Context: an optimization exercise on an open-source flow, tuned for small area. The choices shown serve that exercise and are no tape-out recipe.
RTL that was checked went through simulation tests only; none was proved equivalent to the original.
No functional check of the RTL was part of runs 2 to 4.
Power is estimated from default activity; no workload was simulated.

==> design.v <==
`timescale 1 ns / 1 ps
module data_fifo
  #(
    parameter DEPTH = 63,
    parameter WIDTH = 8
    )
   (
    input		 clk,
    input		 srst,
    input [WIDTH-1:0]	 din,
    input		 wr_en,
    input		 rd_en,
    output [WIDTH-1:0]	 dout,
    output [5:0]	 count
    );
   logic [WIDTH-1:0]	 mem [1:DEPTH];
   logic [5:0]		 cnt;
   assign dout  = mem[cnt];
   assign count = cnt;
   always @(posedge clk) begin
      if (wr_en) begin
	 mem[1] <= din;
	 for (int i = 2; i <= DEPTH; i++)
	   mem[i] <= mem[i-1];
      end
   end
   always @(posedge clk) begin
      if (srst)
	cnt <= '0;
      else
	cnt <= cnt + {5'd0, wr_en} - {5'd0, rd_en};
   end
endmodule
`timescale 1ps / 1ps
module crc_gen
  (
   input [1:0]	     data_in,
   input	     crc_en,
   input	     init,
   output [31:0]     lfsr,
   input	     clk);
   logic [31:0]	     lfsr_q;
   logic [1:0]	     x;
   logic [31:0]	     lfsr_c;
   assign lfsr = lfsr_q;
   assign x = crc_en ? (data_in ^ lfsr_q[1:0]) : 2'b00;
   localparam [31:0] P0 = (32'd1<<4)|(32'd1<<7)|(32'd1<<8)|(32'd1<<14)|(32'd1<<18)|(32'd1<<19)|
			  (32'd1<<20)|(32'd1<<22)|(32'd1<<23)|(32'd1<<25)|(32'd1<<26)|(32'd1<<28)|
			  (32'd1<<29)|(32'd1<<30);
   localparam [31:0] P1 = (32'd1<<5)|(32'd1<<8)|(32'd1<<9)|(32'd1<<15)|(32'd1<<19)|(32'd1<<20)|
			  (32'd1<<21)|(32'd1<<23)|(32'd1<<24)|(32'd1<<26)|(32'd1<<27)|(32'd1<<29)|
			  (32'd1<<30)|(32'd1<<31);
   assign lfsr_c = {2'b00, lfsr_q[31:2]} ^ ({32{x[0]}} & P0) ^ ({32{x[1]}} & P1);
   always @(posedge clk) begin
      if (init)
	lfsr_q <= {32{1'b1}};
      else
	lfsr_q <= lfsr_c;
   end
endmodule
`timescale 1ns / 1ps
module eth_header_gen
  #(
    parameter [31:0] FPGA_IP = 32'hC0A80164,
    parameter [31:0] HOST_IP = 32'hC0A80165,
    parameter [15:0] FPGA_PORT = 16'h4567,
    parameter [15:0] HOST_PORT = 16'h4567,
    parameter [47:0] FPGA_MAC = 48'he86a64e7e830,
    parameter [47:0] HOST_MAC = 48'he86a64e7e829,
    parameter [15:0] HEADER_CHECKSUM = 16'h65ba
    )
   (
    input [5:0]	 payload_bytes,
    input [7:0]	 pos,
    output [1:0] dibit
    );
   localparam [335:0] HDR = {
      16'h0000,                                    
      8'd8, 8'h00,                                 
      HOST_PORT[7:0], HOST_PORT[15:8],             
      FPGA_PORT[7:0], FPGA_PORT[15:8],             
      HOST_IP[7:0], HOST_IP[15:8], HOST_IP[23:16], HOST_IP[31:24],    
      FPGA_IP[7:0], FPGA_IP[15:8], FPGA_IP[23:16], FPGA_IP[31:24],    
      HEADER_CHECKSUM[7:0], HEADER_CHECKSUM[15:8], 
      8'h11, 8'h40,                                
      16'h0000, 16'h0000,                          
      8'd28, 8'h00,                                
      8'h00, 8'h45,                                
      8'h00, 8'h08,                                
      FPGA_MAC[7:0], FPGA_MAC[15:8], FPGA_MAC[23:16], FPGA_MAC[31:24], FPGA_MAC[39:32], FPGA_MAC[47:40],
      HOST_MAC[7:0], HOST_MAC[15:8], HOST_MAC[23:16], HOST_MAC[31:24], HOST_MAC[39:32], HOST_MAC[47:40]
   };
   logic [7:0]	 ipv4_len;
   logic [7:0]	 udp_len;
   assign ipv4_len = 8'd28 + {2'b00, payload_bytes};
   assign udp_len  = 8'd8  + {2'b00, payload_bytes};
   logic [1:0]	 seq [0:255];
   genvar	 p;
   generate
      for (p = 0; p < 256; p = p + 1) begin : g_seq
	 if (p < 87)
	   assign seq[p] = 2'b01;
	 else if (p == 87)
	   assign seq[p] = 2'b11;
	 else if ((p - 88) / 4 == 17)
	   assign seq[p] = ipv4_len[2*((p-88)%4) +: 2];
	 else if ((p - 88) / 4 == 39)
	   assign seq[p] = udp_len[2*((p-88)%4) +: 2];
	 else
	   assign seq[p] = HDR[2*(p-88) +: 2];
      end
   endgenerate
   assign dibit = seq[pos];
endmodule
`timescale 1ns / 1ps
module packet_gen
  #(
   parameter [31:0] FPGA_IP = 32'hC0A80164,
   parameter [31:0] HOST_IP = 32'hC0A80165,
   parameter [15:0] FPGA_PORT = 16'h4567,
   parameter [15:0] HOST_PORT = 16'h4567,
   parameter [47:0] FPGA_MAC = 48'he86a64e7e830,
   parameter [47:0] HOST_MAC = 48'he86a64e7e829,
   parameter [15:0] HEADER_CHECKSUM = 16'h65ba
    )
   (
    input		CLK,
    input		RST,
    input [7:0]		S_AXIS_TDATA,
    input		S_AXIS_TVALID,
    input		S_AXIS_TLAST,
    output		S_AXIS_TREADY,
    input [11:0]	S_AXIS_TUSER,
    output logic	TX_EN,
    output logic [1:0]	TXD
    );
   logic [5:0]		n;
   assign n = S_AXIS_TUSER[5:0];
   logic		in_pkt;      
   logic [5:0]		fifo_count;
   logic [6:0]		space_sum;
   logic		fifo_wr_en;
   logic		fifo_rd_en;
   logic [7:0]		fifo_out;
   assign space_sum = {1'b0, fifo_count} + {1'b0, n};
   assign S_AXIS_TREADY = in_pkt | ~space_sum[6];
   assign fifo_wr_en = S_AXIS_TVALID & S_AXIS_TREADY;
   always_ff @(posedge CLK) begin
      if (RST)
	in_pkt <= 1'b0;
      else if (fifo_wr_en)
	in_pkt <= ~S_AXIS_TLAST;
   end
   data_fifo data_fifo_i
     (
      .clk(CLK),
      .srst(RST),
      .din(S_AXIS_TDATA),
      .wr_en(fifo_wr_en),
      .rd_en(fifo_rd_en),
      .dout(fifo_out),
      .count(fifo_count)
      );
   localparam [1:0] IDLE = 2'd0, HDR = 2'd1, DATA = 2'd2, TAIL = 2'd3;
   logic [1:0]		state;
   logic [7:0]		pos;
   logic [7:0]		pos_inc;
   logic		pos_last;
   logic		data_end;
   assign pos_inc  = pos + 8'd1;
   assign pos_last = &pos;
   assign data_end = (&pos[1:0]) && (pos_inc[7:2] == n);
   always_ff @(posedge CLK) begin
      if (RST)
	state <= IDLE;
      else
	case (state)
	  IDLE: if (fifo_count >= n) state <= HDR;
	  HDR:  if (pos_last) state <= DATA;
	  DATA: if (data_end) state <= TAIL;
	  TAIL: if (pos_last) state <= IDLE;
	endcase
   end
   always_ff @(posedge CLK) begin
      if (state == IDLE)
	pos <= 8'd56;
      else if (state == DATA && data_end)
	pos <= 8'd192;
      else
	pos <= pos_inc;
   end
   logic [1:0]		hdr_dibit;
   logic [7:0]		data_buffer;
   logic [31:0]		crc;
   logic		byte_load;
   logic [1:0]		tx_data;
   logic		tx_valid;
   logic		crc_en;
   logic		crc_init;
   eth_header_gen
     #(
       .FPGA_MAC(FPGA_MAC),
       .HOST_MAC(HOST_MAC),
       .FPGA_IP(FPGA_IP),
       .HOST_IP(HOST_IP),
       .FPGA_PORT(FPGA_PORT),
       .HOST_PORT(HOST_PORT),
       .HEADER_CHECKSUM(HEADER_CHECKSUM)
       )
   eth_header_gen
     (
      .payload_bytes(n),
      .pos(pos),
      .dibit(hdr_dibit)
      );
   assign byte_load = (state == HDR && pos_last) || (state == DATA && (&pos[1:0]));
   always_ff @(posedge CLK) begin
      if (byte_load)
	data_buffer <= fifo_out;
      else
	data_buffer <= {2'b00, data_buffer[7:2]};
   end
   always_ff @(posedge CLK) begin
      if (RST)
	fifo_rd_en <= 1'b0;
      else
	fifo_rd_en <= byte_load && !(state == DATA && data_end);
   end
   always_comb begin
      case (state)
	HDR:     tx_data = hdr_dibit;
	DATA:    tx_data = data_buffer[1:0];
	default: tx_data = ~crc[1:0];
      endcase
   end
   assign tx_valid = (state == HDR) || (state == DATA) || (state == TAIL && pos[5:4] == 2'b00);
   assign crc_en   = (state == DATA) || (state == HDR && pos >= 8'd88);
   assign crc_init = (state == IDLE) || (state == HDR && pos < 8'd88);
   crc_gen crc_gen_i
     (
      .clk(CLK),
      .init(crc_init),
      .data_in(tx_data),
      .crc_en(crc_en),
      .lfsr(crc)
      );
   always_ff @(posedge CLK) begin
      if (RST)
	TX_EN <= 1'b0;
      else
	TX_EN <= tx_valid;
      TXD <= tx_data;
   end
endmodule
`timescale 1 ns / 1 ps
module packet_recv
  #(
   parameter [47:0]  FPGA_MAC = 48'he86a64e7e830,
   parameter CHECK_DESTINATION = 1
    )
   (
    input [1:0]	   RXD,
    input	   RXDV,
    input	   clk,
    input	   rst,
    output	   M_AXIS_TVALID,
    output [7 : 0] M_AXIS_TDATA,
    output	   M_AXIS_TLAST
  );
   logic [2:0][1:0] rxd_z;
   logic [2:0]	    rxdv_z;
   always @(posedge clk) begin
      rxd_z[0]   <= RXD;
      rxd_z[2:1] <= rxd_z[1:0];
      if (rst)
	rxdv_z <= '0;
      else
	rxdv_z <= {rxdv_z[1:0], RXDV};
   end
   logic	    packet_start;
   logic	    packet_done;
   assign packet_start = !rxdv_z[2] && rxdv_z[1];
   assign packet_done  = rxdv_z[2] && !rxdv_z[1];
   localparam [1:0] IDLE = 2'd0, PREAMBLE_SFD = 2'd1, HEADER = 2'd2, DATA = 2'd3;
   logic [1:0]	    state;
   logic [7:0]	    cnt;           
   logic [4:0]	    run;           
   logic	    sfd_found;
   logic	    mac_ok;
   logic [1:0]	    mac_dibit;
   logic [7:0]	    data_buffer;
   logic	    data_valid;
   logic	    data_last;
   assign sfd_found = (rxd_z[2] == 2'b11) && (&run);
   always @(posedge clk) begin
      if (rst)
	state <= IDLE;
      else
	case (state)
	  IDLE:         if (packet_start) state <= PREAMBLE_SFD;
	  PREAMBLE_SFD: if (sfd_found) state <= HEADER;
	  HEADER:       if (packet_done) state <= IDLE;
			else if (cnt == 8'd167) state <= DATA;
	  DATA:         if (packet_done) state <= IDLE;
	endcase
   end
   always @(posedge clk) begin
      if (state == HEADER && !packet_done && cnt != 8'd167)
	cnt <= cnt + 8'd1;
      else if (state == DATA && !packet_done)
	cnt <= cnt + 8'd1;
      else
	cnt <= '0;
   end
   always @(posedge clk) begin
      if (rst)
	run <= '0;
      else if (state == PREAMBLE_SFD) begin
	 if (rxd_z[2] == 2'b01)
	   run <= run + {4'd0, ~&run};
	 else
	   run <= '0;
      end
   end
   localparam [47:0] MAC_SEQ = {FPGA_MAC[7:0], FPGA_MAC[15:8], FPGA_MAC[23:16],
				FPGA_MAC[31:24], FPGA_MAC[39:32], FPGA_MAC[47:40]};
   assign mac_dibit = MAC_SEQ[2*cnt[4:0] +: 2];
   always @(posedge clk) begin
      if (state == HEADER && cnt < 8'd24)
	mac_ok <= (mac_ok || cnt == 8'd0) && (rxd_z[2] == mac_dibit);
   end
   always @(posedge clk) begin
      data_buffer <= {rxd_z[2], data_buffer[7:2]};
      if (rst) begin
	 data_valid <= 1'b0;
	 data_last  <= 1'b0;
      end
      else begin
	 data_valid <= state == DATA && (&cnt[1:0]) && (!CHECK_DESTINATION || mac_ok);
	 data_last  <= state == DATA && packet_done;
      end
   end
   assign M_AXIS_TVALID = data_valid;
   assign M_AXIS_TDATA  = data_buffer;
   assign M_AXIS_TLAST  = data_last;
endmodule
`timescale 1 ns / 1 ps
module rmii_axis_v1_0 #
  (
   parameter [7:0]  FPGA_IP_1 = 10,
   parameter [7:0]  FPGA_IP_2 = 0,
   parameter [7:0]  FPGA_IP_3 = 0,
   parameter [7:0]  FPGA_IP_4 = 240,
   parameter [7:0]  HOST_IP_1 = 10,
   parameter [7:0]  HOST_IP_2 = 0,
   parameter [7:0]  HOST_IP_3 = 0,
   parameter [7:0]  HOST_IP_4 = 10,
   parameter [15:0] FPGA_PORT = 17767,
   parameter [15:0] HOST_PORT = 17767,
   parameter [47:0] FPGA_MAC = 48'he86a64e7e830,
   parameter [47:0] HOST_MAC = 48'he86a64e7e829,
   parameter [15:0] HEADER_CHECKSUM = 16'h65b3,
   parameter	    CHECK_DESTINATION = 1
   )
   (
    input wire		aclk,
    input wire		aresetn,
    input wire		ETH_CRSDV,
    input wire [1:0]	ETH_RXD,
    output wire		ETH_TXEN,
    output wire [1:0]	ETH_TXD,
    output wire		m00_axis_tvalid,
    output wire [7 : 0]	m00_axis_tdata,
    output wire		m00_axis_tlast,
    output wire		s00_axis_tready,
    input wire [7 : 0]	s00_axis_tdata,
    input wire		s00_axis_tlast,
    input wire [11:0]	s00_axis_tuser,
    input wire		s00_axis_tvalid
    );
   localparam		HOST_IP = {HOST_IP_1,HOST_IP_2,HOST_IP_3,HOST_IP_4};
   localparam		FPGA_IP = {FPGA_IP_1,FPGA_IP_2,FPGA_IP_3,FPGA_IP_4};
   packet_gen
     #(
       .FPGA_MAC(FPGA_MAC),
       .HOST_MAC(HOST_MAC),
       .FPGA_IP(FPGA_IP),
       .HOST_IP(HOST_IP),
       .FPGA_PORT(FPGA_PORT),
       .HOST_PORT(HOST_PORT),
       .HEADER_CHECKSUM(HEADER_CHECKSUM)
       )
   packet_gen_i
     (
      .CLK(aclk),
      .RST(~aresetn),
      .S_AXIS_TDATA(s00_axis_tdata),
      .S_AXIS_TVALID(s00_axis_tvalid),
      .S_AXIS_TLAST(s00_axis_tlast),
      .S_AXIS_TREADY(s00_axis_tready),
      .S_AXIS_TUSER(s00_axis_tuser),
      .TX_EN(ETH_TXEN),
      .TXD(ETH_TXD)
      );
   packet_recv
     #(
       .FPGA_MAC(FPGA_MAC),
       .CHECK_DESTINATION(CHECK_DESTINATION)
       )
   packet_recv_i
     (
      .clk(aclk),
      .rst(~aresetn),
      .M_AXIS_TDATA(m00_axis_tdata),
      .M_AXIS_TVALID(m00_axis_tvalid),
      .M_AXIS_TLAST(m00_axis_tlast),
      .RXDV(ETH_CRSDV),
      .RXD(ETH_RXD)
      );
endmodule
==> run.sh <==
#!/bin/bash
# synth_recipe.tcl (not shown) runs the flow's synth.tcl, then flattens the netlist and writes it again
# the make line also repeats each setting of config.mk as NAME=value (left out here)
make -C /OpenROAD-flow-scripts/flow DESIGN_CONFIG=/design/flow/config.mk WORK_HOME=/design/flow/orfs CLKGATE_MAP_FILE= SYNTH_SCRIPT=/design/flow/synth_recipe.tcl finish
==> config.mk <==
export PLATFORM = sky130hd
export DESIGN_NAME = rmii_axis_v1_0
export DESIGN_NICKNAME = rmii_axis_v1_0
export VERILOG_FILES = /design/flow/design.v
export SDC_FILE = /design/flow/constraint.sdc
export NUM_CORES = 4
export LEC_CHECK = 0
export CAP_MARGIN = 20
export CORE_MARGIN = 2
export CORE_UTILIZATION = 40
export SLEW_MARGIN = 20
==> constraint.sdc <==
create_clock -name core_clock -period 10.0 [get_ports {aclk}]
set_input_delay 2.0000 -clock core_clock [delete_from_list [all_inputs] [get_ports {aclk}]]
set_output_delay 2.0000 -clock core_clock [all_outputs]
set_load 0.01 [all_outputs]
==> results of run 1 <==
-- placed cells by master (no fill, tap or decap), drive strengths merged, types with 7 or more instances in the layout --
master         synthesis  layout
inv                   33      35
nor4                   7       7
a31oi                  7       7
a22oi                159     159
o21bai                10      10
o21ai                 18      18
nand2                 74      74
nor2b                 14      14
xor2                  23      23
ha                    46      46
xnor2                 23      23
and2                  13      13
clkinv                 0      23
nand3                 33      33
a2111oi               10      10
buf                   18      49
a22o                  46      46
nand4                 48      48
nor3                  18      18
dfxtp                 95      95
nor2                 117     117
a21oi                 29      29
clkdlybuf4s50          0      34
clkbuf                28      78
o211ai                 8       8
a221oi                49      49
edfxtp               505     505
nand2b                29      29
-- how the worst max path moves through the flow --
stage,slack (ns),endpoint
final,3.82,s00_axis_tready
after floorplan,1.90,packet_gen_i.data_fifo_i.cnt[4]
after global routing,3.63,s00_axis_tready
after global placement,3.78,s00_axis_tready
after CTS,3.80,s00_axis_tready
after detailed placement,3.82,s00_axis_tready
-- layout make-up --
cell class / instances / area [um^2] / area share, %
Multi-Input combinational cell: 884 / 6281 / 23.29
Timing Repair Buffer: 83 / 728.2 / 2.700
Inverter: 33 / 123.9 / 0.4593
Antenna cell: 2 / 5.005 / 0.01856
Tap cell: 773 / 967.2 / 3.586
Sequential cell: 600 / 17070 / 63.28
Clock buffer: 78 / 1558 / 5.776
Clock inverter: 30 / 240.2 / 0.8907
-- sequential cells by signal, indices dropped and copies added, names as in the netlist --
signal / cells
packet_gen_i.TXD: 2
packet_gen_i.data_fifo_i.cnt: 6
packet_recv_i.data_buffer: 8
packet_recv_i.rxdv_z: 3
packet_recv_i.data_last: 1
packet_recv_i.data_valid: 1
packet_recv_i.run: 5
packet_recv_i.cnt: 8
packet_gen_i.pos: 8
packet_gen_i.fifo_rd_en: 1
packet_gen_i.data_fifo_i.mem: 504
packet_gen_i.in_pkt: 1
packet_gen_i.TX_EN: 1
packet_gen_i.crc_gen_i.lfsr_q: 32
packet_recv_i.mac_ok: 1
packet_recv_i.state: 2
packet_gen_i.data_buffer: 8
packet_recv_i.rxd_z: 6
packet_gen_i.state: 2
-- cells by family after synthesis --
family / after synthesis
and+or+nand+nor: 388
DFF: 600
AOI/OAI and AO/OA: 389
adders and majority gates: 47
buffers and inverters: 79
xor gates and xnor gates: 52
muxes: 8
-- worst max-delay path, stage by stage --
cell and delay (ns):
sky130_fd_sc_hd__clkdlybuf4s50_1 0.54, sky130_fd_sc_hd__inv_1 0.09, sky130_fd_sc_hd__ha_1 0.31, sky130_fd_sc_hd__nand2b_1 0.14
sky130_fd_sc_hd__a21oi_1 0.15, sky130_fd_sc_hd__o21bai_1 0.08, sky130_fd_sc_hd__a21oi_1 0.15, sky130_fd_sc_hd__nor2_1 0.05
sky130_fd_sc_hd__nor2_1 0.10, sky130_fd_sc_hd__o21bai_1 0.09, sky130_fd_sc_hd__clkdlybuf4s50_1 0.48
-- power groups by stage --
stage | registers, mW | clock network (mW) | logic (mW)
2_1_floorplan | 3.63 | 0 | 0.603
3_3_place_gp | 3.72 | 0 | 0.895
3_5_place_dp | 3.74 | 0 | 0.913
4_1_cts | 3.70 | 2.14 | 0.915
5_1_grt | 3.75 | 2.23 | 1.01
6_report | 3.71 | 2.11 | 0.939
-- per-layer routing --
layer  vias to the layer above  part of all wire, %  wire length [um]  track usage, %
met4                         6                  4.4              3144           9.887
met2                      1172                   43             30890           34.40
li1                       6460                    -                 -               -
met5                         -                0.044                32               0
met1                      7902                   38             27680           31.72
met3                       218                   14             10410           8.096
-- metrics by stage --
stage / hold WS, ns / cells / worst slack (ns) / cell area, um^2
detailed placement: 0.3121 / 2373 / 3.819 / 25160
global route: 0.3289 / 2481 / 3.628 / 26960
finish: 0.3262 / 2483 / 3.818 / 26970
CTS: 0.3265 / 2481 / 3.801 / 26960
floorplan: 0.3096 / 1563 / 1.903 / 23580
global placement: 0.3180 / 2373 / 3.783 / 25160
==> out/qor.txt, run 1 <==
Status -> complete, no violations
Count leader, synth -> sky130_fd_sc_hd__edfxtp_1
Max transition margin -> 12.95%
Final antenna-violating net count -> 0
Net Count, Synth -> 1637
Width of the die -> 246.8 um
Total congestion overflow -> 0
Standard-cell row count -> 89
Count of hold buffers inserted by post-cts repair -> 0
Quantity of gates resized following cts -> 0
Net switching fraction of the power -> 28.58%
Post-CTS setup repair buffer count -> 0
Relative contribution of sequential cells to total power -> 54.9%
DP Wirelength -> 44990 um
Critical register-to-register path startpoint -> packet_gen_i.pos[0]
Count of different cell masters after synthesis -> 77
Required arrival time at the worst endpoint -> 8.00 ns
Crit path time final -> 6.182 ns
Hold-critical path endpoint -> packet_recv_i.rxd_z[2]
Number of cells on the worst reg-to-reg path -> 12
CTS tree -> yes
Port Buffers -> 34
Vias in the first global route -> 14920
Setup clock skew after layout -> 0.05014 ns
Worst setup EP type -> output port
Share of the yosys chip area belonging to registers -> 72.37%
Int Pwr -> 4.826 mW
Net count, final -> 1734
Source of the worst hold timing path -> packet_recv_i.rxd_z[0]
Critical Path AT -> 4.18 ns
Synth area leader -> sky130_fd_sc_hd__edfxtp_1
Detail-routed via count per cell -> 6.346
Count of final hold-check violations -> 0
Number of levels the H-tree was split into -> 2
Critical Path Start Type -> primary input
Warning count from the yosys run -> 15
EDFF count, synth -> 505
Initial antenna violation count -> 3
CTS root buffer -> sky130_fd_sc_hd__clkbuf_16
Latest clock arrival within the worst-skew pair -> 0.66 ns
Final total negative setup slack -> 0 ns
Routed wire per std cell -> 29.06 um
Hold WC Path Type -> flip-flop to flip-flop
Fraction of registers with async set/reset -> 0%
Net Sw Power -> 1.931 mW
Fraction of final layout cells with drive strength greater than 1 -> 10.30%
Share of the clock period used by the worst path after layout -> 61.82%
Setup repair after global routing missed its margin -> false
Number of fill cells -> 5103
Bufs on Longest Clock Path -> 3
Setup violation total in the final timing report -> 0
Highest achievable clock rate -> 161.8 MHz
Total number of vias -> 15760
Compound-gate portion of the synthesized area -> 12.71%
Main combinational cell family by area after synthesis -> compound AO/OA/AOI/OAI gates
Wire length reported by the detailed router -> 72160 um
Worst-margin pin slew -> 1.304 ns
Fin util -> 45.96%
Ratio of total power to cell area -> 250.5 nW/um^2
Start point of the critical path -> s00_axis_tuser[1]
Area share of and/or/nand/nor cells after synthesis -> 8.304%
Post-Syn Area per Cell -> 15.09 um^2
Adder and majority cell fraction of the synthesized area -> 2.526%
Layout overhead on the synthesized area -> 14.37%
Post-synthesis instance area -> 23580 um^2
Total clock buffers created by CTS -> 58
Post-detailed-route DRC marker count -> 0
Number of standard cells after synthesis -> 1563
Die height -> 246.8 um
Top flip-flop cell by instance count after synthesis -> sky130_fd_sc_hd__edfxtp_1
Length of the first detailed-routing pass in iterations -> 6
Maximum number of pins on one net before global-route repair -> 192
Xor and xnor fraction of the mapped netlist area -> 2.313%
Leakage dissipation -> 9.003 nW
Proportion of power drawn by combinational gates -> 13.9%
Initial standard-cell utilization of the core -> 40.18%
Post-synthesis register bit count -> 600
Clock sink count -> 600
Cell types with the largest area share after synthesis -> sky130_fd_sc_hd__edfxtp_1 64%, sky130_fd_sc_hd__dfxtp_1 8.1%, sky130_fd_sc_hd__a22oi_1 5.1%
Share of power burned in the clock network -> 31.2%
Fraction of post-synthesis cell area in the top cell type by area -> 64.31%
Overall die area -> 60910 um^2
Hold Crit Depth -> 0
Wire length of the first global-routing pass -> 102300 um
Multiplexer share of the synthesized area -> 0.3502%
Critical Path Fanout Max -> 3
Ports -> 41
Setup slack of the worst register-to-register path -> 5.59 ns
Type of the worst setup path -> primary input to output port
Worst-case vdd ir drop -> 217.4 uV
Global-route usage over all layers -> 23.47%
Total power of the final layout -> 6.757 mW
RePlAce Congestion -> 0.9010
Clock transition at path regs -> 0.06 ns
Final max-slew violation count -> 0
Maxcap violations -> 0
Commonest cells in the synthesized netlist -> 505 x sky130_fd_sc_hd__edfxtp_1, 159 x sky130_fd_sc_hd__a22oi_1, 117 x sky130_fd_sc_hd__nor2_1, 95 x sky130_fd_sc_hd__dfxtp_1, 74 x sky130_fd_sc_hd__nand2_1
Core region area -> 58690 um^2
Detailed Route Iter0 Violations -> 2528
Endpoint of the lowest-slack register-to-register path -> packet_gen_i.crc_gen_i.lfsr_q[8]
==> inputs of run 2 (changes only) <==
--- a/design.v
+++ b/design.v
@@ -96,19 +96,24 @@
    assign udp_len  = 8'd8  + {2'b00, payload_bytes};
-   logic [1:0]	 seq [0:255];
-   genvar	 p;
-   generate
-      for (p = 0; p < 256; p = p + 1) begin : g_seq
-	 if (p < 87)
-	   assign seq[p] = 2'b01;
-	 else if (p == 87)
-	   assign seq[p] = 2'b11;
-	 else if ((p - 88) / 4 == 17)
-	   assign seq[p] = ipv4_len[2*((p-88)%4) +: 2];
-	 else if ((p - 88) / 4 == 39)
-	   assign seq[p] = udp_len[2*((p-88)%4) +: 2];
-	 else
-	   assign seq[p] = HDR[2*(p-88) +: 2];
-      end
-   endgenerate
-   assign dibit = seq[pos];
+   logic [7:0]	 b;
+   always_comb begin
+      case (pos[7:2])
+	6'd21: b = 8'hd5;
+	6'd22: b = HDR[0 +: 8];  6'd23: b = HDR[8 +: 8];  6'd24: b = HDR[16 +: 8];
+	6'd25: b = HDR[24 +: 8];  6'd26: b = HDR[32 +: 8];  6'd27: b = HDR[40 +: 8];
+	6'd28: b = HDR[48 +: 8];  6'd29: b = HDR[56 +: 8];  6'd30: b = HDR[64 +: 8];
+	6'd31: b = HDR[72 +: 8];  6'd32: b = HDR[80 +: 8]; 6'd33: b = HDR[88 +: 8];
+	6'd34: b = HDR[96 +: 8]; 6'd35: b = HDR[104 +: 8]; 6'd36: b = HDR[112 +: 8];
+	6'd37: b = HDR[120 +: 8]; 6'd38: b = HDR[128 +: 8]; 6'd39: b = ipv4_len;
+	6'd40: b = HDR[144 +: 8]; 6'd41: b = HDR[152 +: 8]; 6'd42: b = HDR[160 +: 8];
+	6'd43: b = HDR[168 +: 8]; 6'd44: b = HDR[176 +: 8]; 6'd45: b = HDR[184 +: 8];
+	6'd46: b = HDR[192 +: 8]; 6'd47: b = HDR[200 +: 8]; 6'd48: b = HDR[208 +: 8];
+	6'd49: b = HDR[216 +: 8]; 6'd50: b = HDR[224 +: 8]; 6'd51: b = HDR[232 +: 8];
+	6'd52: b = HDR[240 +: 8]; 6'd53: b = HDR[248 +: 8]; 6'd54: b = HDR[256 +: 8];
+	6'd55: b = HDR[264 +: 8]; 6'd56: b = HDR[272 +: 8]; 6'd57: b = HDR[280 +: 8];
+	6'd58: b = HDR[288 +: 8]; 6'd59: b = HDR[296 +: 8]; 6'd60: b = HDR[304 +: 8];
+	6'd61: b = udp_len;      6'd62: b = HDR[320 +: 8]; 6'd63: b = HDR[328 +: 8];
+	default: b = 8'h55;       
+      endcase
+   end
+   assign dibit = b[2*pos[1:0] +: 2];
 endmodule
@@ -222,8 +227,3 @@
    end
-   always_ff @(posedge CLK) begin
-      if (RST)
-	fifo_rd_en <= 1'b0;
-      else
-	fifo_rd_en <= byte_load && !(state == DATA && data_end);
-   end
+   assign fifo_rd_en = state == DATA && pos[1:0] == 2'b00;
    always_comb begin
@@ -285,6 +285,5 @@
    logic [1:0]	    state;
-   logic [7:0]	    cnt;           
-   logic [4:0]	    run;           
+   logic [7:0]	    cnt;
    logic	    sfd_found;
-   logic	    mac_ok;
+   logic	    mac_bad;
    logic [1:0]	    mac_dibit;
@@ -293,3 +292,3 @@
    logic	    data_last;
-   assign sfd_found = (rxd_z[2] == 2'b11) && (&run);
+   assign sfd_found = (rxd_z[2] == 2'b11) && (&cnt[4:0]);
    always @(posedge clk) begin
@@ -307,18 +306,10 @@
    always @(posedge clk) begin
-      if (state == HEADER && !packet_done && cnt != 8'd167)
-	cnt <= cnt + 8'd1;
-      else if (state == DATA && !packet_done)
-	cnt <= cnt + 8'd1;
-      else
-	cnt <= '0;
-   end
-   always @(posedge clk) begin
-      if (rst)
-	run <= '0;
-      else if (state == PREAMBLE_SFD) begin
-	 if (rxd_z[2] == 2'b01)
-	   run <= run + {4'd0, ~&run};
-	 else
-	   run <= '0;
-      end
+      case (state)
+	IDLE:         cnt <= '0;
+	PREAMBLE_SFD: if (rxd_z[2] == 2'b01)
+			cnt <= cnt + {7'd0, ~&cnt[4:0]};
+		      else
+			cnt <= '0;
+	default:      cnt <= cnt + 8'd1;
+      endcase
    end
@@ -328,4 +319,6 @@
    always @(posedge clk) begin
-      if (state == HEADER && cnt < 8'd24)
-	mac_ok <= (mac_ok || cnt == 8'd0) && (rxd_z[2] == mac_dibit);
+      if (state == PREAMBLE_SFD)
+	mac_bad <= 1'b0;
+      else if (state == HEADER && cnt < 8'd24 && rxd_z[2] != mac_dibit)
+	mac_bad <= 1'b1;
    end
@@ -338,3 +331,3 @@
       else begin
-	 data_valid <= state == DATA && (&cnt[1:0]) && (!CHECK_DESTINATION || mac_ok);
+	 data_valid <= state == DATA && (&cnt[1:0]) && (!CHECK_DESTINATION || !mac_bad);
 	 data_last  <= state == DATA && packet_done;
--- a/config.mk
+++ b/config.mk
@@ -9,3 +9,3 @@
 export CORE_MARGIN = 2
-export CORE_UTILIZATION = 40
+export CORE_UTILIZATION = 85
 export SLEW_MARGIN = 20
==> run 2 against run 1 <==
Compared with the run above:
- the run now fails in 5_1_grt
- synthesized cell count down 2.6%
- synthesized area down 1.5%
==> out/qor.txt, run 2 <==
Status -> did not finish
Halt Stage -> 5_1_grt
Error text reported by the tool -> [ERROR GRT-0232] Routing congestion too high. Check the congestion heatmap in the GUI.
Count leader, synth -> sky130_fd_sc_hd__edfxtp_1
Post-synthesis register bit count -> 594
Fraction of registers with async set/reset -> 0%
Count of different cell masters after synthesis -> 72
Worst slack after detailed placement -> 3.554 ns
Total congestion overflow -> 13
Maximum number of pins on one net before global-route repair -> 189
Post-synthesis instance area -> 23220 um^2
Synth area leader -> sky130_fd_sc_hd__edfxtp_1
Global-route usage over all layers -> 80.51%
Bufs on Longest Clock Path -> 3
Port Buffers -> 34
Count of hold buffers inserted by post-cts repair -> 0
Total clock buffers created by CTS -> 53
Commonest cells in the synthesized netlist -> 504 x sky130_fd_sc_hd__edfxtp_1, 156 x sky130_fd_sc_hd__a22oi_1, 90 x sky130_fd_sc_hd__dfxtp_1, 82 x sky130_fd_sc_hd__nor2_1, 65 x sky130_fd_sc_hd__nand2_1
Die height -> 169.3 um
Share of the yosys chip area belonging to registers -> 72.93%
Post-Syn Area per Cell -> 15.25 um^2
Standard-cell row count -> 60
Warning count from the yosys run -> 14
Initial standard-cell utilization of the core -> 86.41%
Clock sink count -> 594
Ports -> 41
Quantity of gates resized following cts -> 0
Width of the die -> 169.3 um
Number of levels the H-tree was split into -> 2
Number of standard cells after synthesis -> 1523
Fraction of post-synthesis cell area in the top cell type by area -> 65.17%
RePlAce Congestion -> 1.047
Net Count, Synth -> 1600
Top flip-flop cell by instance count after synthesis -> sky130_fd_sc_hd__edfxtp_1
EDFF count, synth -> 504
Post-CTS setup repair buffer count -> 0
Cell types with the largest area share after synthesis -> sky130_fd_sc_hd__edfxtp_1 65%, sky130_fd_sc_hd__dfxtp_1 7.8%, sky130_fd_sc_hd__a22oi_1 5.0%
DP Wirelength -> 45660 um
CTS root buffer -> sky130_fd_sc_hd__clkbuf_16
==> run 2: kinds of logic after synthesis <==
logic type / synth area share [%]
buffers and inverters: 1.422
DFF: 72.93
AOI/OAI and AO/OA: 13.31
xor gates and xnor gates: 1.363
adders and majority gates: 2.726
muxes: 0.4472
and+or+nand+nor: 7.807
==> run 2: routing by layer <==
layer | global-route usage [%] | overflow
met1 | 79.79 | 2
met2 | 92.81 | 2
met3 | 71.46 | 0
met4 | 78.97 | 9
met5 | 41.91 | 0
==> run 2: worst max path at each step <==
| stage | endpoint | startpoint | slack [ns] | cells after the start |
|---|---|---|---|---|
| after CTS | s00_axis_tready | s00_axis_tuser[2] | 3.56 | 9 |
| after detailed placement | packet_gen_i.data_fifo_i.mem[34][7] | s00_axis_tuser[2] | 3.55 | 11 |
| after floorplan | packet_gen_i.data_fifo_i.cnt[4] | s00_axis_tuser[1] | 1.95 | 17 |
| after global placement | s00_axis_tready | s00_axis_tuser[2] | 3.68 | 9 |
==> run 2: power by group through the flow <==
| stage | clock [mW] | sequential, mW | combinational [mW] |
|---|---|---|---|
| floorplan | 0 | 3.65 | 0.654 |
| global placement | 0 | 3.74 | 0.913 |
| detailed placement | 0 | 3.79 | 0.973 |
| CTS | 2.08 | 3.84 | 1.09 |
==> run 2: per-stage QoR <==
stage / total power, mW / hold WS, ns / std cells / instance area [um^2] / utilization [%]
after global placement: 4.654 / 0.3101 / 1918 / 24270 / 90.31
after floorplan: 4.300 / 0.3096 / 1523 / 23230 / -
after CTS: 7.007 / 0.3290 / 2018 / 26020 / 96.83
after detailed placement: 4.758 / 0.3138 / 1920 / 24290 / 90.39
==> inputs of run 3 (changes only) <==
--- a/config.mk
+++ b/config.mk
@@ -9,3 +9,3 @@
 export CORE_MARGIN = 2
-export CORE_UTILIZATION = 85
+export CORE_UTILIZATION = 65
 export SLEW_MARGIN = 20
==> run 3 against run 2 <==
Compared with the run above:
- synthesized cell count unchanged
- synthesized area unchanged
- the run now finishes clean
==> out/qor.txt, run 3 <==
Count of final hold-check violations -> 0
Maxcap violations -> 0
Ports -> 41
Critical Path AT -> 4.40 ns
Port Buffers -> 34
Type of the worst setup path -> primary input to output port
Synth area leader -> sky130_fd_sc_hd__edfxtp_1
Initial standard-cell utilization of the core -> 65.61%
CTS root buffer -> sky130_fd_sc_hd__clkbuf_16
Share of the yosys chip area belonging to registers -> 72.93%
Post-CTS setup repair buffer count -> 0
Slowest CP cell -> sky130_fd_sc_hd__clkdlybuf4s50_1
Worst-margin pin slew -> 1.264 ns
Peak per-stage delay on the critical path -> 0.63 ns
Post-synthesis instance area -> 23220 um^2
Post-Syn Area per Cell -> 15.25 um^2
Layout overhead on the synthesized area -> 13.25%
DP Cell Count -> 2036
Total clock buffers created by CTS -> 57
Leading cell type in the layout, fill and taps excluded -> sky130_fd_sc_hd__edfxtp_1
Post-route worst setup slack -> 3.598 ns
Bufs on Longest Clock Path -> 3
Warning count from the yosys run -> 14
Final Hold Slack -> 0.3270 ns
Highest achievable clock rate -> 156.2 MHz
Total number of vias -> 15410
Fraction of registers with async set/reset -> 0%
Largest register by flop count -> packet_gen_i.data_fifo_i.mem
Setup repair after global routing missed its margin -> false
Most prevalent standard cell on the critical path -> sky130_fd_sc_hd__o21bai_1
Worst slack after detailed placement -> 3.637 ns
Worst setup EP type -> output port
CTS tree -> yes
Detail-routed via count per cell -> 7.190
Status -> complete, no violations
Standard-cell row count -> 69
Post-synthesis register bit count -> 594
Latest clock arrival within the worst-skew pair -> 0.62 ns
Length of the first detailed-routing pass in iterations -> 7
Critical Path Fanout Max -> 8
Count of hold buffers inserted by post-cts repair -> 0
Ordered cell list for the critical path -> clkdlybuf4s50_1, inv_1, ha_1, o21bai_1, a21oi_1, o21bai_1, a21oi_1, o21bai_1, clkdlybuf4s50_1
Core region area -> 35400 um^2
Detailed Route Iter0 Violations -> 2799
Regs by FF count -> packet_gen_i.data_fifo_i.mem: 504 flops, packet_gen_i.crc_gen_i.lfsr_q: 32 flops
Maximum number of pins on one net before global-route repair -> 185
Routed wire per std cell -> 31.66 um
Final antenna-violating net count -> 0
Post-detailed-route DRC marker count -> 0
Top flip-flop cell by instance count after synthesis -> sky130_fd_sc_hd__edfxtp_1
Quantity of gates resized following cts -> 0
Required arrival time at the worst endpoint -> 8.00 ns
Wire length reported by the detailed router -> 67840 um
Setup violation total in the final timing report -> 0
Final standard cell count with taps included and fillers excluded -> 2143
Ratio of total power to cell area -> 263.1 nW/um^2
Number of levels the H-tree was split into -> 2
Count leader, synth -> sky130_fd_sc_hd__edfxtp_1
Fraction of post-synthesis cell area in the top cell type by area -> 65.17%
Critical Path Start Type -> primary input
Fraction of final layout cells with drive strength greater than 1 -> 10.29%
Vias in the first global route -> 14280
Net Count, Synth -> 1600
Cell types with the largest area share after synthesis -> sky130_fd_sc_hd__edfxtp_1 65%, sky130_fd_sc_hd__dfxtp_1 7.8%, sky130_fd_sc_hd__a22oi_1 5.0%
Initial antenna violation count -> 2
Flip-flop count of the largest register, all copies and words added -> 504
Total power of the final layout -> 6.921 mW
Width of the die -> 193.0 um
RePlAce Congestion -> 0.9446
Max transition margin -> 15.44%
Count of different cell masters after synthesis -> 72
Final max-slew violation count -> 0
Setup clock skew after layout -> 0.02571 ns
Commonest cells in the synthesized netlist -> 504 x sky130_fd_sc_hd__edfxtp_1, 156 x sky130_fd_sc_hd__a22oi_1, 90 x sky130_fd_sc_hd__dfxtp_1, 82 x sky130_fd_sc_hd__nor2_1, 65 x sky130_fd_sc_hd__nand2_1
Net count, final -> 1711
Most frequent cells in the layout -> 504 x sky130_fd_sc_hd__edfxtp_1, 156 x sky130_fd_sc_hd__a22oi_1, 90 x sky130_fd_sc_hd__dfxtp_1, 69 x sky130_fd_sc_hd__nor2_1, 65 x sky130_fd_sc_hd__nand2_1
Clock sink count -> 594
Share of the clock period used by the worst path after layout -> 64.02%
Wire length of the first global-routing pass -> 95480 um
Global-route usage over all layers -> 36.78%
Post-layout instance area -> 26300 um^2
Hold WC Path Type -> flip-flop to flip-flop
DP Wirelength -> 43310 um
Leakage dissipation -> 8.998 nW
Overall die area -> 37260 um^2
Crit path time final -> 6.402 ns
Clock transition at path regs -> 0.06 ns
Die height -> 193.0 um
Placed standard-cell area -> 24420 um^2
Fin util -> 74.31%
EDFF count, synth -> 504
Worst-case vdd ir drop -> 222.2 uV
Final total negative setup slack -> 0 ns
Number of standard cells after synthesis -> 1523
Total congestion overflow -> 0
==> run 3: cell counts after synthesis <==
Identical to the previous run, type by type.
==> run 3: power breakdown <==
group          internal (mW)  total, mW  switching [mW]  leakage [nW]
logic                  0.317       1.00           0.684          2.48
clock network           1.26       2.16           0.907         0.917
registers               3.39       3.76           0.363          5.60
total                   4.97       6.92            1.95          9.00
==> run 3: cell families after synthesis <==
family | Yosys count | synth area share [%]
multiplexers | 10 | 0.4472
AND/OR/NAND/NOR | 352 | 7.807
adder cells (fa/ha/maj) | 50 | 2.726
flip-flops | 594 | 72.93
buffers and inverters | 76 | 1.422
XOR/XNOR | 33 | 1.363
AO/OA/AOI/OAI | 408 | 13.31
==> run 3: layout make-up <==
type / count / area [um^2]
diodes: 1 / 2.502
inverters: 38 / 142.6
multi-input cells: 853 / 5996
clock inverters: 29 / 296.5
well taps: 461 / 576.8
clock buffers: 77 / 1574
repair buffers: 90 / 777.0
fillers: 2269 / 9095
flip-flops and latches: 594 / 16940
==> run 3: path summary, 6_finish.rpt <==
path         slack, ns                       startpoint                             endpoint  depth (start not counted)
min               0.33           packet_recv_i.rxd_z[1]               packet_recv_i.rxd_z[3]                          0
max               3.60                s00_axis_tuser[2]                      s00_axis_tready                          9
min reg2reg       0.33           packet_recv_i.rxd_z[1]               packet_recv_i.rxd_z[3]                          0
max reg2reg       5.78  packet_gen_i.data_fifo_i.cnt[1]  packet_gen_i.data_fifo_i.mem[28][7]                          9
==> run 3: critical path: cells and delay by family <==
kind,cells,cell delay (ns)
AO/OA/AOI/OAI,5,0.71
adder cells (fa/ha/maj),1,0.32
buffers and inverters,3,1.38
==> run 3: layer usage <==
metal  track usage (%)  share of wire (%)  vias up
met4             16.52                5.5        4
met3             12.62                 15      271
met1             50.88                 36     7508
li1                  -                  -     6362
met5             1.857               0.16        -
met2             53.16                 43     1264
==> inputs of run 4 (changes only) <==
--- a/design.v
+++ b/design.v
@@ -15,18 +15,49 @@
     );
-   logic [WIDTH-1:0]	 mem [1:DEPTH];
+   localparam GROUPS = (DEPTH + 6) / 8;    
+   logic [WIDTH-1:0]	 mem [0:DEPTH-1];
+   logic [DEPTH-1:0]	 valid;
+   logic [DEPTH-1:0]	 mv;       
+   logic [DEPTH-1:0]	 leave;    
+   logic [GROUPS:0]	 gleave;   
    logic [5:0]		 cnt;
-   assign dout  = mem[cnt];
+   assign dout  = mem[0];
    assign count = cnt;
-   always @(posedge clk) begin
-      if (wr_en) begin
-	 mem[1] <= din;
-	 for (int i = 2; i <= DEPTH; i++)
-	   mem[i] <= mem[i-1];
+   always_comb begin
+      logic g, p;
+      gleave[0] = rd_en;
+      for (int j = 0; j < GROUPS; j++) begin
+	 g = 1'b0;
+	 p = 1'b1;
+	 for (int i = 8*j; i < 8*j+8 && i < DEPTH-1; i++) begin
+	    g = (valid[i+1] & ~valid[i]) | (valid[i+1] & g);
+	    p = p & valid[i+1];
+	 end
+	 gleave[j+1] = g | (p & gleave[j]);
+      end
+      for (int i = 0; i < DEPTH; i++) begin
+	 if (i % 8 == 0)
+	   leave[i] = gleave[i/8];
+	 else
+	   leave[i] = valid[i] & (~valid[i-1] | leave[i-1]);
       end
+      for (int i = 0; i < DEPTH-1; i++)
+	mv[i] = leave[i+1];
+      mv[DEPTH-1] = wr_en;
+   end
+   always @(posedge clk) begin
+      for (int i = 0; i < DEPTH-1; i++)
+	if (mv[i])
+	  mem[i] <= mem[i+1];
+      if (wr_en)
+	mem[DEPTH-1] <= din;
    end
    always @(posedge clk) begin
-      if (srst)
-	cnt <= '0;
-      else
-	cnt <= cnt + {5'd0, wr_en} - {5'd0, rd_en};
+      if (srst) begin
+	 valid <= '0;
+	 cnt   <= '0;
+      end
+      else begin
+	 valid <= mv | (valid & ~leave);
+	 cnt   <= cnt + {5'd0, wr_en} - {5'd0, rd_en};
+      end
    end
--- a/config.mk
+++ b/config.mk
@@ -10,2 +10,3 @@
 export CORE_UTILIZATION = 65
+export CTS_BUF_LIST = sky130_fd_sc_hd__clkbuf_4
 export SLEW_MARGIN = 20
==> run 4 against run 3 <==
Compared with the run above:
- still clean on timing, DRC and antenna
- maximum frequency up 4.0%
- wire length shrank 51%
- critical path depth up 1
- clock skew increased by 0.021 ns
- synthesized cell count down 12%
- cell area shrank 2.6%
- sequential share of layout area increased by 6.6 points
- combinational power is 59% lower
- die area is 1.4% lower
- hold slack got worse by 0.00071 ns
- critical path type unchanged
- largest power group unchanged
- highest routed layer is now met4
==> out/qor.txt, run 4 <==
Detail-routed via count per cell -> 5.328
Setup clock skew after layout -> 0.04716 ns
Critical Path AT -> 4.16 ns
Fraction of post-synthesis cell area in the top cell type by area -> 66.08%
Net Count, Synth -> 1416
Worst setup EP type -> output port
Relative contribution of sequential cells to total power -> 54.0%
Length of the first detailed-routing pass in iterations -> 6
Final total negative setup slack -> 0 ns
Maximum number of pins on one net before global-route repair -> 81
Final antenna-violating net count -> 0
Leakage dissipation -> 8.878 nW
Regs by FF count -> packet_gen_i.data_fifo_i.mem: 504 flops, packet_gen_i.data_fifo_i.valid: 63 flops, packet_gen_i.crc_gen_i.lfsr_q: 32 flops
RePlAce Congestion -> 0.8819
Overall die area -> 36750 um^2
Total congestion overflow -> 0
Bufs on Longest Clock Path -> 3
Synth area leader -> sky130_fd_sc_hd__edfxtp_1
Initial standard-cell utilization of the core -> 66.14%
Flip-flop count of the largest register, all copies and words added -> 504
Number of levels the H-tree was split into -> 4
Fraction of final layout cells with drive strength greater than 1 -> 18.14%
Standard-cell row count -> 68
Setup violation total in the final timing report -> 0
Width of the die -> 191.7 um
Cell types with the largest area share after synthesis -> sky130_fd_sc_hd__edfxtp_1 66%, sky130_fd_sc_hd__dfxtp_1 13%, sky130_fd_sc_hd__ha_1 2.3%
Critical Path Fanout Max -> 4
Max transition margin -> 33.26%
CTS tree -> yes
Net Sw Power -> 1.235 mW
Count of hold buffers inserted by post-cts repair -> 0
Post-synthesis register bit count -> 657
Top flip-flop cell by instance count after synthesis -> sky130_fd_sc_hd__edfxtp_1
Net count, final -> 1579
Post-Syn Area per Cell -> 17.01 um^2
Layout overhead on the synthesized area -> 11.86%
Share of power burned in the clock network -> 38.5%
CTS root buffer -> sky130_fd_sc_hd__clkbuf_4
Initial antenna violation count -> 1
Count of final hold-check violations -> 0
Maxcap violations -> 0
Quantity of gates resized following cts -> 0
Routed wire per std cell -> 15.88 um
Global-route usage over all layers -> 18.86%
Post-synthesis instance area -> 22900 um^2
Int Pwr -> 4.320 mW
Core region area -> 34630 um^2
Highest achievable clock rate -> 162.5 MHz
EDFF count, synth -> 504
DP Cell Count -> 1804
Ports -> 41
Commonest cells in the synthesized netlist -> 504 x sky130_fd_sc_hd__edfxtp_1, 153 x sky130_fd_sc_hd__dfxtp_1, 65 x sky130_fd_sc_hd__nor2b_1, 48 x sky130_fd_sc_hd__nand2_1, 44 x sky130_fd_sc_hd__a21oi_1
Detailed Route Iter0 Violations -> 677
Worst-case vdd ir drop -> 139.8 uV
Count of different cell masters after synthesis -> 85
Final standard cell count with taps included and fillers excluded -> 2082
Final max-slew violation count -> 0
Proportion of power drawn by combinational gates -> 7.5%
Vias in the first global route -> 10940
Status -> complete, no violations
Leading cell type in the layout, fill and taps excluded -> sky130_fd_sc_hd__edfxtp_1
Wire length reported by the detailed router -> 33060 um
Warning count from the yosys run -> 6
Total number of vias -> 11090
Share of the yosys chip area belonging to registers -> 79.46%
Most frequent cells in the layout -> 504 x sky130_fd_sc_hd__edfxtp_1, 235 x sky130_fd_sc_hd__clkbuf_4, 153 x sky130_fd_sc_hd__dfxtp_1, 65 x sky130_fd_sc_hd__nor2b_1, 48 x sky130_fd_sc_hd__nand2_1
Ratio of total power to cell area -> 216.8 nW/um^2
Worst-margin pin slew -> 0.9997 ns
Type of the worst setup path -> primary input to output port
Fin util -> 73.98%
Setup repair after global routing missed its margin -> false
Clock sink count -> 657
Net switching fraction of the power -> 22.23%
Largest register by flop count -> packet_gen_i.data_fifo_i.mem
Clock transition at path regs -> 0.06 ns
Latest clock arrival within the worst-skew pair -> 0.81 ns
Share of the clock period used by the worst path after layout -> 61.55%
Total clock buffers created by CTS -> 157
DP Wirelength -> 20040 um
Post-detailed-route DRC marker count -> 0
Fraction of registers with async set/reset -> 0%
Count leader, synth -> sky130_fd_sc_hd__edfxtp_1
Number of standard cells after synthesis -> 1346
Critical Path Start Type -> primary input
Wire length of the first global-routing pass -> 53560 um
Die height -> 191.7 um
Hold WC Path Type -> flip-flop to flip-flop
Port Buffers -> 34
Crit path time final -> 6.155 ns
Post-CTS setup repair buffer count -> 0
Required arrival time at the worst endpoint -> 8.00 ns
==> run 4: cell types whose count changed after synthesis, moves of 37 or more <==
| cell | previous run | this run |
|---|---|---|
| sky130_fd_sc_hd__a221oi_1 | 43 | 3 |
| sky130_fd_sc_hd__a22o_1 | 44 | 1 |
| sky130_fd_sc_hd__a22oi_1 | 156 | 4 |
| sky130_fd_sc_hd__dfxtp_1 | 90 | 153 |
| sky130_fd_sc_hd__nand4_1 | 45 | 8 |
| sky130_fd_sc_hd__nor2_1 | 82 | 24 |
| sky130_fd_sc_hd__nor2b_1 | 14 | 65 |
| sky130_fd_sc_hd__o21a_1 | 2 | 39 |
==> run 4: layout make-up <==
type	instances	area [um^2]
flip-flops and latches	657	18200
fillers	2113	9010
multi-input cells	614	4295
clock buffers	235	1764
well taps	455	569.3
repair buffers	37	355.3
clock inverters	41	276.5
inverters	42	157.7
diodes	1	2.502
==> run 4: logic make-up after synthesis <==
| logic type | synth area share, % |
|---|---|
| AO/OA/AOI/OAI | 6.398 |
| AND/OR/NAND/NOR | 7.971 |
| buffers and inverters | 1.803 |
| multiplexers | 0.3824 |
| adder cells (fa/ha/maj) | 2.426 |
| flip-flops | 79.46 |
| XOR/XNOR | 1.563 |
==> run 4: path summary, 6_finish.rpt <==
kind / from / to / slack (ns) / depth (start not counted)
max: s00_axis_tuser[1] / s00_axis_tready / 3.84 / 10
min: packet_recv_i.rxd_z[3] / packet_recv_i.rxd_z[5] / 0.33 / 0
max reg2reg: packet_gen_i.pos[0] / packet_gen_i.data_fifo_i.mem[61][0] / 5.91 / 10
min reg2reg: packet_recv_i.rxd_z[3] / packet_recv_i.rxd_z[5] / 0.33 / 0
==> run 4: worst max-delay path: stages <==
cell and delay (ns):
sky130_fd_sc_hd__clkdlybuf4s50_1 0.62, sky130_fd_sc_hd__inv_1 0.08, sky130_fd_sc_hd__ha_1 0.30, sky130_fd_sc_hd__nor2b_1 0.05, sky130_fd_sc_hd__o21bai_1 0.11, sky130_fd_sc_hd__a21oi_1 0.08, sky130_fd_sc_hd__o21bai_1 0.14, sky130_fd_sc_hd__a21oi_1 0.09
sky130_fd_sc_hd__o21bai_1 0.14, sky130_fd_sc_hd__clkdlybuf4s50_1 0.56
==> run 4: power by group through the flow <==
stage | Sequential (mW) | Clock [mW] | Combinational, mW
final | 3.00 | 2.14 | 0.414
after detailed placement | 3.06 | 0 | 0.414
after global routing | 3.01 | 2.38 | 0.470
after CTS | 3.00 | 2.23 | 0.417
after floorplan | 3.05 | 0 | 0.326
after global placement | 3.06 | 0 | 0.405
==> run 4: per-stage QoR <==
step / hold slack [ns] / instance area (um^2) / total power [mW] / setup WS [ns]
detailed placement: 0.3153 / 23570 / 3.476 / 3.818
floorplan: 0.3096 / 22900 / 3.376 / 5.051
global route: 0.3442 / 25620 / 5.853 / 3.694
CTS: 0.3294 / 25610 / 5.652 / 3.807
global placement: 0.3115 / 23570 / 3.464 / 3.819
finish: 0.3263 / 25620 / 5.555 / 3.845
==> run 4: metal layers <==
layer | global-route usage (%) | wire length [um] | up-vias
li1 | - | - | 5482
met1 | 25.60 | 15260 | 5320
met2 | 28.96 | 15600 | 248
met3 | 5.573 | 1710 | 42
met4 | 7.663 | 490 | 0
met5 | 0 | 0 | -
==> inputs of run 5 (changes only) <==
--- a/design.v
+++ b/design.v
@@ -176,3 +176,2 @@
    logic [5:0]		fifo_count;
-   logic [6:0]		space_sum;
    logic		fifo_wr_en;
@@ -180,4 +179,3 @@
    logic [7:0]		fifo_out;
-   assign space_sum = {1'b0, fifo_count} + {1'b0, n};
-   assign S_AXIS_TREADY = in_pkt | ~space_sum[6];
+   assign S_AXIS_TREADY = in_pkt | (fifo_count <= ~n);
    assign fifo_wr_en = S_AXIS_TVALID & S_AXIS_TREADY;
--- a/config.mk
+++ b/config.mk
@@ -10,3 +10,5 @@
 export CORE_UTILIZATION = 65
-export CTS_BUF_LIST = sky130_fd_sc_hd__clkbuf_4
+export CTS_BUF_LIST = sky130_fd_sc_hd__clkbuf_16
+export CTS_CLUSTER_DIAMETER = 80
+export CTS_CLUSTER_SIZE = 28
 export SLEW_MARGIN = 20
==> run 5 against run 4 <==
Compared with the run above:
- via count decreased by 5.8%
- register-to-register slack better by 0.24 ns
- maximum frequency is 1.7% lower
- clock skew decreased by 0.029 ns
- wire length fell by 3.2%
- clock power fell by 38%
- cell count decreased by 9.0%
- global-route usage fell by 1.0 points
- critical path type unchanged
==> out/qor.txt, run 5 <==
Critical Path AT -> 4.26 ns
Number of standard cells after synthesis -> 1391
Worst setup EP type -> output port
Final antenna-violating net count -> 0
Highest achievable clock rate -> 159.7 MHz
Worst slack after detailed placement -> 3.707 ns
Sequential standard cell area -> 18200 um^2
Initial antenna violation count -> 0
Standard-cell row count -> 68
Number of levels the H-tree was split into -> 1
Overall die area -> 36460 um^2
Net count, final -> 1489
Ant. Diodes -> 0
Fraction of registers with async set/reset -> 0%
Setup violation total in the final timing report -> 0
Critical Path Start Type -> primary input
Start point of the critical path -> s00_axis_tuser[4]
Total congestion overflow -> 0
Post-synthesis instance area -> 22710 um^2
Hold WC Path Type -> flip-flop to flip-flop
Fin util -> 70.64%
Post-route worst setup slack -> 3.738 ns
Clock transition at path regs -> 0.09 ns
Post-CTS setup repair buffer count -> 0
Port Buffers -> 34
Flip-flop count of the largest register, all copies and words added -> 504
Wire length of the first global-routing pass -> 51080 um
Total number of vias -> 10450
Final standard cell count with taps included and fillers excluded -> 1895
Final total negative setup slack -> 0 ns
Synth area leader -> sky130_fd_sc_hd__edfxtp_1
Critical register-to-register path startpoint -> packet_gen_i.pos[0]
Top flip-flop cell by instance count after synthesis -> sky130_fd_sc_hd__edfxtp_1
Source of the worst hold timing path -> packet_recv_i.rxd_z[0]
Share of the yosys chip area belonging to registers -> 80.11%
Post-layout instance area -> 24340 um^2
Fraction of post-synthesis cell area in the top cell type by area -> 66.63%
Detailed Route Iter0 Violations -> 575
Routed wire per std cell -> 16.89 um
Count of different cell masters after synthesis -> 71
Count of hold buffers inserted by post-cts repair -> 0
Core region area -> 34460 um^2
Critical Path Fanout Max -> 6
Post-Syn Area per Cell -> 16.33 um^2
Width of the die -> 190.9 um
DP Cell Count -> 1844
Largest register by flop count -> packet_gen_i.data_fifo_i.mem
Commonest cells in the synthesized netlist -> 504 x sky130_fd_sc_hd__edfxtp_1, 153 x sky130_fd_sc_hd__dfxtp_1, 107 x sky130_fd_sc_hd__nor2_1, 50 x sky130_fd_sc_hd__a21oi_1, 49 x sky130_fd_sc_hd__nand2_1
Wire length reported by the detailed router -> 32000 um
Worst-margin pin slew -> 0.9231 ns
RePlAce Congestion -> 0.8005
Most frequent cells in the layout -> 504 x sky130_fd_sc_hd__edfxtp_1, 153 x sky130_fd_sc_hd__dfxtp_1, 107 x sky130_fd_sc_hd__nor2_1, 60 x sky130_fd_sc_hd__inv_1
Latest clock arrival within the worst-skew pair -> 0.58 ns
Total power of the final layout -> 4.725 mW
Vias in the first global route -> 9870
Net Count, Synth -> 1461
Post-detailed-route DRC marker count -> 0
Status -> complete, no violations
Warning count from the yosys run -> 6
Regs by FF count -> packet_gen_i.data_fifo_i.mem: 504 flops, packet_gen_i.data_fifo_i.valid: 63 flops, packet_gen_i.crc_gen_i.lfsr_q: 32 flops
Maxcap violations -> 0
Global-route usage over all layers -> 17.83%
Post-synthesis register bit count -> 657
Required arrival time at the worst endpoint -> 8.00 ns
Initial standard-cell utilization of the core -> 65.92%
DP Wirelength -> 20740 um
Worst-case vdd ir drop -> 142.2 uV
Share of the clock period used by the worst path after layout -> 62.62%
Ratio of total power to cell area -> 194.1 nW/um^2
Total area of multi-input combinational cells -> 4173 um^2
Total clock buffers created by CTS -> 28
Final max-slew violation count -> 0
Quantity of gates resized following cts -> 0
Layout overhead on the synthesized area -> 7.161%
Maximum number of pins on one net before global-route repair -> 56
Fraction of final layout cells with drive strength greater than 1 -> 4.375%
Type of the worst setup path -> primary input to output port
Count of final hold-check violations -> 0
Crit path time final -> 6.262 ns
Leading cell type in the layout, fill and taps excluded -> sky130_fd_sc_hd__edfxtp_1
Max transition margin -> 38.38%
Number of fill cells -> 2233
CTS tree -> yes
Placed standard-cell area -> 23470 um^2
Leakage dissipation -> 8.081 nW
EDFF count, synth -> 504
Die height -> 190.9 um
Setup clock skew after layout -> 0.01849 ns
Final Hold Slack -> 0.3363 ns
Cell types with the largest area share after synthesis -> sky130_fd_sc_hd__edfxtp_1 67%, sky130_fd_sc_hd__dfxtp_1 13%, sky130_fd_sc_hd__ha_1 2.3%
Detail-routed via count per cell -> 5.515
Bufs on Longest Clock Path -> 3
Ports -> 41
Count leader, synth -> sky130_fd_sc_hd__edfxtp_1
Length of the first detailed-routing pass in iterations -> 5
Clock sink count -> 657
Setup repair after global routing missed its margin -> false
CTS root buffer -> sky130_fd_sc_hd__clkbuf_16
==> run 5: cell count changes in the layout (fill, tap and decap cells not counted), moves of 18 or more <==
cell and change:
sky130_fd_sc_hd__nor2b_1 -22, sky130_fd_sc_hd__inv_1 +18, sky130_fd_sc_hd__clkinv_1 -25, sky130_fd_sc_hd__clkbuf_4 -235, sky130_fd_sc_hd__nor2_1 +83, sky130_fd_sc_hd__clkbuf_16 +29
==> run 5: power by group <==
group / leakage, nW / switching, mW / total, mW / internal (mW)
Combinational: 1.81 / 0.230 / 0.403 / 0.173
Sequential: 5.78 / 0.0426 / 3.00 / 2.96
Clock: 0.487 / 0.756 / 1.32 / 0.565
==> run 5: area by class of cell <==
class | count | share of cell area [%]
Clock buffer | 29 | 2.981
Clock inverter | 22 | 0.6014
Inverter | 44 | 0.6837
Multi-Input combinational cell | 651 | 17.14
Sequential cell | 657 | 74.76
Tap cell | 455 | 2.339
Timing Repair Buffer | 37 | 1.491
==> run 5: worst max-delay path, stage by stage <==
cell,delay (ns)
sky130_fd_sc_hd__clkdlybuf4s50_1,0.63
sky130_fd_sc_hd__inv_1,0.15
sky130_fd_sc_hd__ha_1,0.32
sky130_fd_sc_hd__inv_1,0.05
sky130_fd_sc_hd__a21oi_1,0.11
sky130_fd_sc_hd__nor2_1,0.05
sky130_fd_sc_hd__o31ai_1,0.32
sky130_fd_sc_hd__clkdlybuf4s50_1,0.62
==> run 5: path summary, 6_finish.rpt <==
path / endpoint / slack, ns / cells past startpoint
worst min register to register: packet_recv_i.rxd_z[2] / 0.34 / 0
worst max-delay path: s00_axis_tready / 3.74 / 8
worst max register to register: packet_gen_i.data_fifo_i.mem[61][7] / 6.15 / 10
worst min-delay path: packet_recv_i.rxd_z[2] / 0.34 / 0
==> run 5: layer usage <==
layer | part of all wire (%) | GRT usage, % | vias to the layer above
li1 | - | - | 5144
met1 | 47 | 26.33 | 5113
met2 | 48 | 29.43 | 162
met3 | 3.8 | 1.983 | 31
met4 | 1.3 | 3.399 | 0
met5 | 0 | 0 | -
==> run 5: kinds of logic after synthesis <==
group / Yosys count / synth area share [%]
AOI/OAI and AO/OA: 184 / 5.233
xor gates and xnor gates: 40 / 1.575
adders and majority gates: 43 / 2.402
buffers and inverters: 83 / 1.531
DFF: 657 / 80.11
muxes: 9 / 0.4296
and+or+nand+nor: 375 / 8.714
==> inputs of run 6 (changes only) <==
--- a/config.mk
+++ b/config.mk
@@ -10,5 +10,5 @@
 export CORE_UTILIZATION = 65
-export CTS_BUF_LIST = sky130_fd_sc_hd__clkbuf_16
-export CTS_CLUSTER_DIAMETER = 80
-export CTS_CLUSTER_SIZE = 28
+export CTS_BUF_LIST = sky130_fd_sc_hd__clkbuf_8
+export CTS_CLUSTER_DIAMETER = 60
+export CTS_CLUSTER_SIZE = 18
 export SLEW_MARGIN = 20
==> run 6 against run 5 <==
Compared with the run above:
- hold slack improved by 0.00062 ns
- sequential cell count did not move
- utilization fell by 0.19 points
- die area did not move
- synthesized area did not move
- register-to-register slack got worse by 0.04 ns
- maximum frequency barely moved
- critical path depth did not move
- clock skew rose by 0.013 ns
- via count rose by 0.53%
- critical endpoint unchanged
==> out/qor.txt, run 6 <==
Commonest cells in the synthesized netlist -> 504 x sky130_fd_sc_hd__edfxtp_1, 153 x sky130_fd_sc_hd__dfxtp_1, 107 x sky130_fd_sc_hd__nor2_1, 50 x sky130_fd_sc_hd__a21oi_1, 49 x sky130_fd_sc_hd__nand2_1
Crit path time final -> 6.265 ns
Fraction of post-synthesis cell area in the top cell type by area -> 66.63%
Clock transition at path regs -> 0.10 ns
Number of standard cells after synthesis -> 1391
Setup clock skew after layout -> 0.03159 ns
Final antenna-violating net count -> 0
Sequential standard cell area -> 18200 um^2
Critical Path AT -> 4.26 ns
Fraction of registers with async set/reset -> 0%
Net count, final -> 1505
Regs by FF count -> packet_gen_i.data_fifo_i.mem: 504 flops, packet_gen_i.data_fifo_i.valid: 63 flops, packet_gen_i.crc_gen_i.lfsr_q: 32 flops
Largest register by flop count -> packet_gen_i.data_fifo_i.mem
Routed wire per std cell -> 16.70 um
Ordered cell list for the critical path -> clkdlybuf4s50_1, inv_1, ha_1, inv_1, a21oi_1, nor2_1, o31ai_1, clkdlybuf4s50_1
Layout overhead on the synthesized area -> 6.880%
Die height -> 190.9 um
DP Wirelength -> 20740 um
Count leader, synth -> sky130_fd_sc_hd__edfxtp_1
Fraction of final layout cells with drive strength greater than 1 -> 5.381%
Port Buffers -> 34
Wire length reported by the detailed router -> 32110 um
Quantity of gates resized following cts -> 0
Required arrival time at the worst endpoint -> 8.00 ns
Worst-margin pin slew -> 0.9226 ns
Post-CTS setup repair buffer count -> 0
Leakage dissipation -> 8.108 nW
CTS tree -> yes
Length of the first detailed-routing pass in iterations -> 4
Net Sw Power -> 1.051 mW
Latest clock arrival within the worst-skew pair -> 0.61 ns
Setup violation total in the final timing report -> 0
Initial standard-cell utilization of the core -> 65.92%
Relative contribution of sequential cells to total power -> 64.6%
Ports -> 41
Overall die area -> 36460 um^2
Post-Syn Area per Cell -> 16.33 um^2
Total congestion overflow -> 0
Top flip-flop cell by instance count after synthesis -> sky130_fd_sc_hd__edfxtp_1
Share of the yosys chip area belonging to registers -> 80.11%
Bufs on Longest Clock Path -> 3
Number of levels the H-tree was split into -> 2
Fin util -> 70.45%
Leading cell type in the layout, fill and taps excluded -> sky130_fd_sc_hd__edfxtp_1
Clock sink count -> 657
Peak per-stage delay on the critical path -> 0.63 ns
Worst setup EP type -> output port
Critical Path Fanout Max -> 6
Final total negative setup slack -> 0 ns
Maxcap violations -> 0
Number of fill cells -> 2245
Synth area leader -> sky130_fd_sc_hd__edfxtp_1
Buf/Inv on CP -> 4
Initial antenna violation count -> 0
Proportion of power drawn by combinational gates -> 8.7%
Share of power burned in the clock network -> 26.7%
Detail-routed via count per cell -> 5.463
Int Pwr -> 3.589 mW
Total number of vias -> 10510
Width of the die -> 190.9 um
Post-detailed-route DRC marker count -> 0
Wire length of the first global-routing pass -> 51290 um
Share of the clock period used by the worst path after layout -> 62.65%
Worst-case vdd ir drop -> 166.2 uV
Status -> complete, no violations
Cell family with the largest share of critical-path delay -> buffers and inverters
Count of hold buffers inserted by post-cts repair -> 0
Type of the worst setup path -> primary input to output port
Global-route usage over all layers -> 18.17%
Total area of multi-input combinational cells -> 4173 um^2
Vias in the first global route -> 10020
-- run 6: layout make-up --
cell class,count,area share [%]
clock buffers,45,2.551
clock inverters,34,0.7782
inverters,44,0.6855
multi-input cells,651,17.19
flip-flops and latches,657,74.96
well taps,455,2.345
repair buffers,37,1.495
-- run 6: cells by family after synthesis --
family / after synthesis / share of synthesized area (%)
fa+ha+maj: 43 / 2.402
xor+xnor: 40 / 1.575
mux: 9 / 0.4296
compound gates: 184 / 5.233
simple gates: 375 / 8.714
buf+inv: 83 / 1.531
flops: 657 / 80.11
-- run 6: worst reg2reg max path: stages (launching register included) --
cell	delay (ns)
sky130_fd_sc_hd__dfxtp_1	0.54
sky130_fd_sc_hd__inv_1	0.17
sky130_fd_sc_hd__ha_1	0.26
sky130_fd_sc_hd__a21boi_2	0.25
sky130_fd_sc_hd__and4_1	0.38
sky130_fd_sc_hd__nand4_1	0.36
sky130_fd_sc_hd__nor4_2	0.57
sky130_fd_sc_hd__nand4_1	0.31
sky130_fd_sc_hd__nor3_2	0.38
sky130_fd_sc_hd__and3_1	0.24
sky130_fd_sc_hd__nor2b_1	0.16
-- run 6: routing by layer --
metal  share of wire, %  global-route usage (%)
met1                 47                   25.92
met2                 47                   29.15
met3                3.9                   3.543
met4                1.8                   4.830
met5                  0                       0
-- run 6: worst paths after layout --
path                               start                                  end  slack [ns]  cells past startpoint
setup / recovery       s00_axis_tuser[4]                      s00_axis_tready        3.74                      8
hold / removal    packet_recv_i.rxd_z[0]               packet_recv_i.rxd_z[2]        0.34                      0
setup reg to reg     packet_gen_i.pos[0]  packet_gen_i.data_fifo_i.mem[61][2]        6.11                     10
hold reg to reg   packet_recv_i.rxd_z[0]               packet_recv_i.rxd_z[2]        0.34                      0
-- run 6: through the flow --
step                      hold slack, ns  worst slack (ns)  total power [mW]  cells  area, um^2
after floorplan                   0.3096             4.898             3.365   1391       22710
after global placement            0.3150             3.679             3.456   1844       23470
after detailed placement          0.3135             3.707             3.468   1844       23470
after CTS                         0.3376             3.702             4.701   1923       24280
after global routing              0.3480             3.575             4.860   1923       24280
final                             0.3369             3.735             4.640   1923       24280
-- run 6: power groups by stage --
stage                     combinational (mW)  sequential, mW  clock, mW
final                                  0.403            3.00       1.24
after CTS                              0.408            3.00       1.29
after global routing                   0.462            3.01       1.39
after global placement                 0.396            3.06          0
after floorplan                        0.317            3.05          0
after detailed placement               0.405            3.06          0

## what the ideal ports hide
Ports are ideal in the flow. The routed layouts listed here were re-timed in OpenROAD. Step 1, drivers: a clkbuf_16 drives aclk and a buf_2 each remaining input, both assumed. Step 2 also shifts input and output timing later by t, the mid clock arrival at the registers, as if the neighbouring blocks saw the same clock. Three values: ideal, step 1, step 2; two values: the first two.
run	t (ns)	setup WS [ns]
run 1	0.689	3.818 / 3.793 / 3.793
run 3	0.667	3.598 / 3.570 / 3.570
run 4	0.834	3.845 / 3.822 / 3.822
run 5	0.623	3.738 / 3.711 / 3.711
run 6	0.647	3.735 / 3.708 / 3.708
After both steps setup and hold are still met in every run listed.
